This design comes from an exercise in tuning for small area on the open sky130 flow, not from production work.
The RTL was checked by simulation tests, not by an equivalence proof against the original design.
No driver is modelled on the clock port, so clock power and skew are understated where the tree is cut down; a real chip needs a root buffer or a tree.
Power and IR drop assume default switching activity.

Design cpu, start of the top module:
module cpu (
  input  logic       CLOCK,
  input  logic       RESET,
  input  logic [7:0] read_bus,
  output logic [3:0] ctrl_bus,
  output logic [7:0] addr_bus,
  output logic [7:0] write_bus,
  output logic [7:0] OUT
);
==> flow/config.mk <==
export PLATFORM = sky130hd
export DESIGN_NAME = cpu
export DESIGN_NICKNAME = cpu
export VERILOG_FILES = /design/flow/design.v
export SDC_FILE = /design/flow/constraint.sdc
export NUM_CORES = 4
export LEC_CHECK = 0
export ABC_AREA = 1
export CAP_MARGIN = 0
export CORE_MARGIN = 2
export CORE_UTILIZATION = 70
export SLEW_MARGIN = 0
==> flow/constraint.sdc <==
create_clock -name core_clock -period 5.0 [get_ports {CLOCK}]
set_input_delay 1.0000 -clock core_clock [delete_from_list [all_inputs] [get_ports {CLOCK}]]
set_output_delay 1.0000 -clock core_clock [all_outputs]
set_load 0.01 [all_outputs]
standard.sh (not shown) runs the stock make flow with config.mk's settings and CLKGATE_MAP_FILE= SYNTH_SCRIPT=/design/flow/synth_recipe.tcl, a recipe that flattens the netlist after the stock synthesis.
==> flow/flow/run.sh <==
#!/bin/bash
# The standard layout (standard.sh) with these changes:
#  - synthesis skips the extraction of full and half adders (ADDER_MAP_FILE is empty), so that
#    ABC maps all of the logic;
#  - synthesis maps logic with the ABC script flow/abc_area.script (ABC_AREA is 1). Synthesis
#    runs once for each ABC random seed in SEEDS and the smallest netlist is kept; everything
#    else in synthesis is the standard one, so the registers are the same in every run;
#  - ports are buffered with sky130_fd_sc_hd__buf_1;
#  - in place of the clock tree, the clock port drives four buf_6, each placed at the
#    centre of a quarter of the flip-flops and driving their clock pins (flow/clock_buffers.tcl);
#  - the floorplan keeps synthesis's single tie cell for the constant outputs
#    (SKIP_REPAIR_TIE_FANOUT is 1) instead of one tie cell for each.
# Logs: make's output in synth_seed*.log and standard.log; each seed's Yosys log in
# yosys_seed*.log; each step's log in orfs/logs/.
set -euo pipefail
W=$(pwd)
R=$W/orfs/results/sky130hd/cpu/base
REP=$W/orfs/reports/sky130hd/cpu/base
LOGD=$W/orfs/logs/sky130hd/cpu/base
SEEDS="3"
for S in $SEEDS; do
  rm -rf scripts_s$S
  cp -r "$FLOW_HOME/scripts" scripts_s$S
  sed "s/@SEED@/$S/g" flow/abc_area.script > scripts_s$S/abc_area.script
done
export ADDER_MAP_FILE=
export BUFFER_PORTS_ARGS="-buffer_cell sky130_fd_sc_hd__buf_1"
export PRE_CTS_TCL="$W/flow/clock_buffers.tcl"
export CTS_ONE_BUF=sky130_fd_sc_hd__buf_6
export CTS_NBUF=4
export SKIP_REPAIR_TIE_FANOUT=1

best_area=""
first=1
for S in $SEEDS; do
  if [ $first = 1 ]; then
    SCRIPTS_DIR=$W/scripts_s$S bash standard.sh synth > synth_seed$S.log 2>&1
    first=0
  else
    SCRIPTS_DIR=$W/scripts_s$S bash standard.sh do-yosys > synth_seed$S.log 2>&1
  fi
  cp $LOGD/1_2_yosys.log yosys_seed$S.log
  area=$(sed -n "s/.*Chip area for module '\\\\cpu': \([0-9.]*\).*/\1/p" $REP/synth_stat.txt | head -1)
  echo "seed $S: area $area" | tee -a synth_seeds.txt
  if [ -z "$best_area" ] || awk -v a="$area" -v b="$best_area" 'BEGIN { exit !(a < b) }'; then
    best_area=$area
    cp $R/1_2_yosys.v best_1_2_yosys.v
    cp $REP/synth_stat.txt best_synth_stat.txt
    echo "seed $S is the best so far" | tee -a synth_seeds.txt
  fi
done
cp best_1_2_yosys.v $R/1_2_yosys.v
cp best_synth_stat.txt $REP/synth_stat.txt
touch $R/1_2_yosys.v
SCRIPTS_DIR=$W/scripts_s${SEEDS%% *} bash standard.sh > standard.log 2>&1
==> flow/flow/clock_buffers.tcl <==
# Replaces clock_tree_synthesis: the clock port drives CTS_NBUF clock buffers,
# each placed at the centre of a group of nearby flip-flops and driving their
# clock pins.
rename clock_tree_synthesis __orig_clock_tree_synthesis
proc cluster_centre { its } {
  set sx 0
  set sy 0
  foreach it $its {
    set bb [[$it getInst] getBBox]
    set sx [expr {$sx + ([$bb xMin] + [$bb xMax]) / 2}]
    set sy [expr {$sy + ([$bb yMin] + [$bb yMax]) / 2}]
  }
  set n [llength $its]
  return [list [expr {$sx / $n}] [expr {$sy / $n}]]
}
proc sort_by { its axis } {
  set keyed {}
  foreach it $its {
    set bb [[$it getInst] getBBox]
    if { $axis == "x" } {
      lappend keyed [list [expr {[$bb xMin] + [$bb xMax]}] $it]
    } else {
      lappend keyed [list [expr {[$bb yMin] + [$bb yMax]}] $it]
    }
  }
  set out {}
  foreach k [lsort -integer -index 0 $keyed] { lappend out [lindex $k 1] }
  return $out
}
proc split_half { its axis } {
  set s [sort_by $its $axis]
  set h [expr {[llength $s] / 2}]
  return [list [lrange $s 0 [expr {$h - 1}]] [lrange $s $h end]]
}
proc clock_tree_synthesis { args } {
  set db [ord::get_db]
  set block [ord::get_db_block]
  set master [$db findMaster $::env(CTS_ONE_BUF)]
  set nbuf $::env(CTS_NBUF)
  set clk [$block findNet CLOCK]
  set sinks [$clk getITerms]
  puts "manual clock buffering: [llength $sinks] clock sinks, $nbuf x $::env(CTS_ONE_BUF)"
  set groups [list $sinks]
  if { $nbuf >= 2 } { set groups [split_half $sinks x] }
  if { $nbuf >= 4 } {
    set g {}
    foreach h $groups { foreach q [split_half $h y] { lappend g $q } }
    set groups $g
  }
  set i 0
  foreach grp $groups {
    set inst [odb::dbInst_create $block $master clkbuf_leaf_$i]
    set net [odb::dbNet_create $block clknet_leaf_$i]
    $net setSigType CLOCK
    foreach it $grp {
      $it disconnect
      $it connect $net
    }
    [$inst findITerm A] connect $clk
    [$inst findITerm X] connect $net
    lassign [cluster_centre $grp] x y
    $inst setLocation $x $y
    $inst setPlacementStatus PLACED
    puts "  clkbuf_leaf_$i: [llength $grp] sinks at $x $y"
    incr i
  }
  set_propagated_clock [all_clocks]
}
Other scripts of this flow, unchanged in this note and not shown: flow/flow/abc_area.script
Then changed:
--- a/flow/flow/run.sh
+++ b/flow/flow/run.sh
@@ -9,4 +9,2 @@
-#  - in place of the clock tree, the clock port drives four buf_6, each placed at the
-#    centre of a quarter of the flip-flops and driving their clock pins (flow/clock_buffers.tcl);
-#  - the floorplan keeps synthesis's single tie cell for the constant outputs
-#    (SKIP_REPAIR_TIE_FANOUT is 1) instead of one tie cell for each.
+#  - in place of the clock tree, the clock port drives four clkbuf_8, each placed at the
+#    centre of a quarter of the flip-flops and driving their clock pins (flow/clock_buffers.tcl).
@@ -20 +18 @@
-SEEDS="3"
+SEEDS="0 1 2 3 4 5 6 7"
@@ -29 +27 @@
-export CTS_ONE_BUF=sky130_fd_sc_hd__buf_6
+export CTS_ONE_BUF=sky130_fd_sc_hd__clkbuf_8
@@ -31 +28,0 @@
-export SKIP_REPAIR_TIE_FANOUT=1
@@ -55 +52 @@
-SCRIPTS_DIR=$W/scripts_s${SEEDS%% *} bash standard.sh > standard.log 2>&1
+SCRIPTS_DIR=$W/scripts_s0 bash standard.sh > standard.log 2>&1
Settings changed: CAP_MARGIN 0 to 20, SLEW_MARGIN 0 to 20.
Outcome: Routed wire length drops slightly; hold slack got worse by 6.5 ps; clock skew goes up by 3.3 ps; synthesized area does not change; power is higher slightly.
Then changed:
--- a/flow/flow/run.sh
+++ b/flow/flow/run.sh
@@ -9,2 +9,4 @@
-#  - in place of the clock tree, the clock port drives four clkbuf_8, each placed at the
-#    centre of a quarter of the flip-flops and driving their clock pins (flow/clock_buffers.tcl).
+#  - in place of the clock tree, the clock port drives four buf_6, each placed at the
+#    centre of a quarter of the flip-flops and driving their clock pins (flow/clock_buffers.tcl);
+#  - the floorplan keeps synthesis's single tie cell for the constant outputs
+#    (SKIP_REPAIR_TIE_FANOUT is 1) instead of one tie cell for each.
@@ -27 +29 @@
-export CTS_ONE_BUF=sky130_fd_sc_hd__clkbuf_8
+export CTS_ONE_BUF=sky130_fd_sc_hd__buf_6
@@ -28,0 +31 @@
+export SKIP_REPAIR_TIE_FANOUT=1
@@ -52 +55 @@
-SCRIPTS_DIR=$W/scripts_s0 bash standard.sh > standard.log 2>&1
+SCRIPTS_DIR=$W/scripts_s${SEEDS%% *} bash standard.sh > standard.log 2>&1
=>
- The new run completed without violations
- synthesized cell count stays the same
- worst setup slack gains 61 ps
- clock power decreases by a few percent
- power decreases slightly
- final cell count decreases slightly
- cell area decreases slightly
Then changed:
--- a/flow/flow/run.sh
+++ b/flow/flow/run.sh
@@ -3,2 +2,0 @@
-#  - synthesis skips the extraction of full and half adders (ADDER_MAP_FILE is empty), so that
-#    ABC maps all of the logic;
@@ -9,4 +7,2 @@
-#  - in place of the clock tree, the clock port drives four buf_6, each placed at the
-#    centre of a quarter of the flip-flops and driving their clock pins (flow/clock_buffers.tcl);
-#  - the floorplan keeps synthesis's single tie cell for the constant outputs
-#    (SKIP_REPAIR_TIE_FANOUT is 1) instead of one tie cell for each.
+#  - in place of the clock tree, the clock port drives four clkbuf_8, each placed at the
+#    centre of a quarter of the flip-flops and driving their clock pins (flow/clock_buffers.tcl).
@@ -26 +21,0 @@
-export ADDER_MAP_FILE=
@@ -29 +24 @@
-export CTS_ONE_BUF=sky130_fd_sc_hd__buf_6
+export CTS_ONE_BUF=sky130_fd_sc_hd__clkbuf_8
@@ -31 +25,0 @@
-export SKIP_REPAIR_TIE_FANOUT=1
@@ -55 +49 @@
-SCRIPTS_DIR=$W/scripts_s${SEEDS%% *} bash standard.sh > standard.log 2>&1
+SCRIPTS_DIR=$W/scripts_s0 bash standard.sh > standard.log 2>&1
What happened: The new run went through all stages and came out clean. Cell area went up by about 3%. Setup slack is worse by 60 ps. Synthesized area went up by 2.7%. Via count went up by 4.5%.
Then changed:
--- a/flow/flow/run.sh
+++ b/flow/flow/run.sh
@@ -2,0 +3,2 @@
+#  - synthesis skips the extraction of full and half adders (ADDER_MAP_FILE is empty), so that
+#    ABC maps all of the logic;
@@ -16 +18 @@
-SEEDS="0 1 2 3 4 5 6 7"
+SEEDS="3"
@@ -21,0 +24 @@
+export ADDER_MAP_FILE=
@@ -24 +27 @@
-export CTS_ONE_BUF=sky130_fd_sc_hd__clkbuf_8
+export CTS_ONE_BUF=sky130_fd_sc_hd__buf_6
@@ -49 +52 @@
-SCRIPTS_DIR=$W/scripts_s0 bash standard.sh > standard.log 2>&1
+SCRIPTS_DIR=$W/scripts_s${SEEDS%% *} bash standard.sh > standard.log 2>&1
Register-to-register slack is better by 290 ps.
Setup slack is better by 47 ps.
Cell area went down by a few percent.
Flip-flop and latch count does not change.
Sequential share of layout area went up by 1.5 points.
Cell count went up slightly.
Sequential power is about the same.
Routed wire length went down by a little under a tenth.
Synthesized area went down by a few percent.
Power went down by a few percent.
Clock skew went down by 5.6 ps.
Then changed:
--- a/flow/flow/run.sh
+++ b/flow/flow/run.sh
@@ -4 +4 @@
-#    ABC maps all of the logic;
+#    ABC maps all of the logic, and inserts no buffers between nets and ports (SYNTH_INSBUF is 0);
@@ -9,4 +9,4 @@
-#  - in place of the clock tree, the clock port drives four clkbuf_8, each placed at the
-#    centre of a quarter of the flip-flops and driving their clock pins (flow/clock_buffers.tcl).
-# Logs: make's output in synth_seed*.log and standard.log; each seed's Yosys log in
-# yosys_seed*.log; each step's log in orfs/logs/.
+#  - in place of the clock tree, the clock port drives four buf_6, each placed at the
+#    centre of a quarter of the flip-flops and driving their clock pins (flow/clock_buffers.tcl);
+#  - the floorplan keeps synthesis's single tie cell for the constant outputs
+#    (SKIP_REPAIR_TIE_FANOUT is 1) instead of one tie cell for each;
@@ -18 +18 @@
-SEEDS="3"
+SEEDS="0 1 2 3 4 5 6 7"
@@ -24,0 +25 @@
+export SYNTH_INSBUF=0
@@ -28,0 +30 @@
+export SKIP_REPAIR_TIE_FANOUT=1
Settings changed: GPL_TIMING_DRIVEN from default to 0.
After rerunning:
- final cell count decreases by 1.5%
- worst setup slack gets worse by 110 ps
- power barely changes
- final area decreases by 0.63%
- synthesized cell count decreases by 1.6%
- sequential share of layout area increases by 0.34 points
- first-iteration DRC count stays the same
No run of this note takes its clock network from TritonCTS; it comes from the design's own scripts or RTL.

==> what the ideal ports hide <==
The results above use ideal ports. As a check the final layouts listed here were re-extracted and re-timed, cells and wires unchanged.
Step 1: set_driving_cell puts a clkbuf_16 on CLOCK and a buf_2 on each other input, an assumption about the parent block.
Step 2 moves the port delays by t, midway between the first and last clock arrival at a register: inputs arrive t later, outputs are due t later. That takes back most of the time a late clock gives input paths.
Slacks: ideal / step 1 / step 2; pairs: ideal / step 1.
run | t (ns) | setup slack, ns | clock arrival spread, ns
the first run | 0.194 | 1.103 / 1.042 / 1.066 | 0.007 / 0.007
the second run | 0.209 | 1.042 / 0.988 / 1.098 | 0.011 / 0.011
the third run | 0.194 | 1.103 / 1.042 / 1.066 | 0.007 / 0.007
the fourth run | 0.214 | 1.044 / 1.044 / 1.044 | 0.017 / 0.017
the fifth run | 0.189 | 1.091 / 1.034 / 1.128 | 0.012 / 0.012
the sixth run | 0.190 | 0.981 / 0.954 / 0.826 | 0.014 / 0.014
After both steps every run listed still meets setup and hold. The setup slack of the sixth run, which loses most, moves by -0.027 ns with the drivers and by -0.155 ns with both steps.
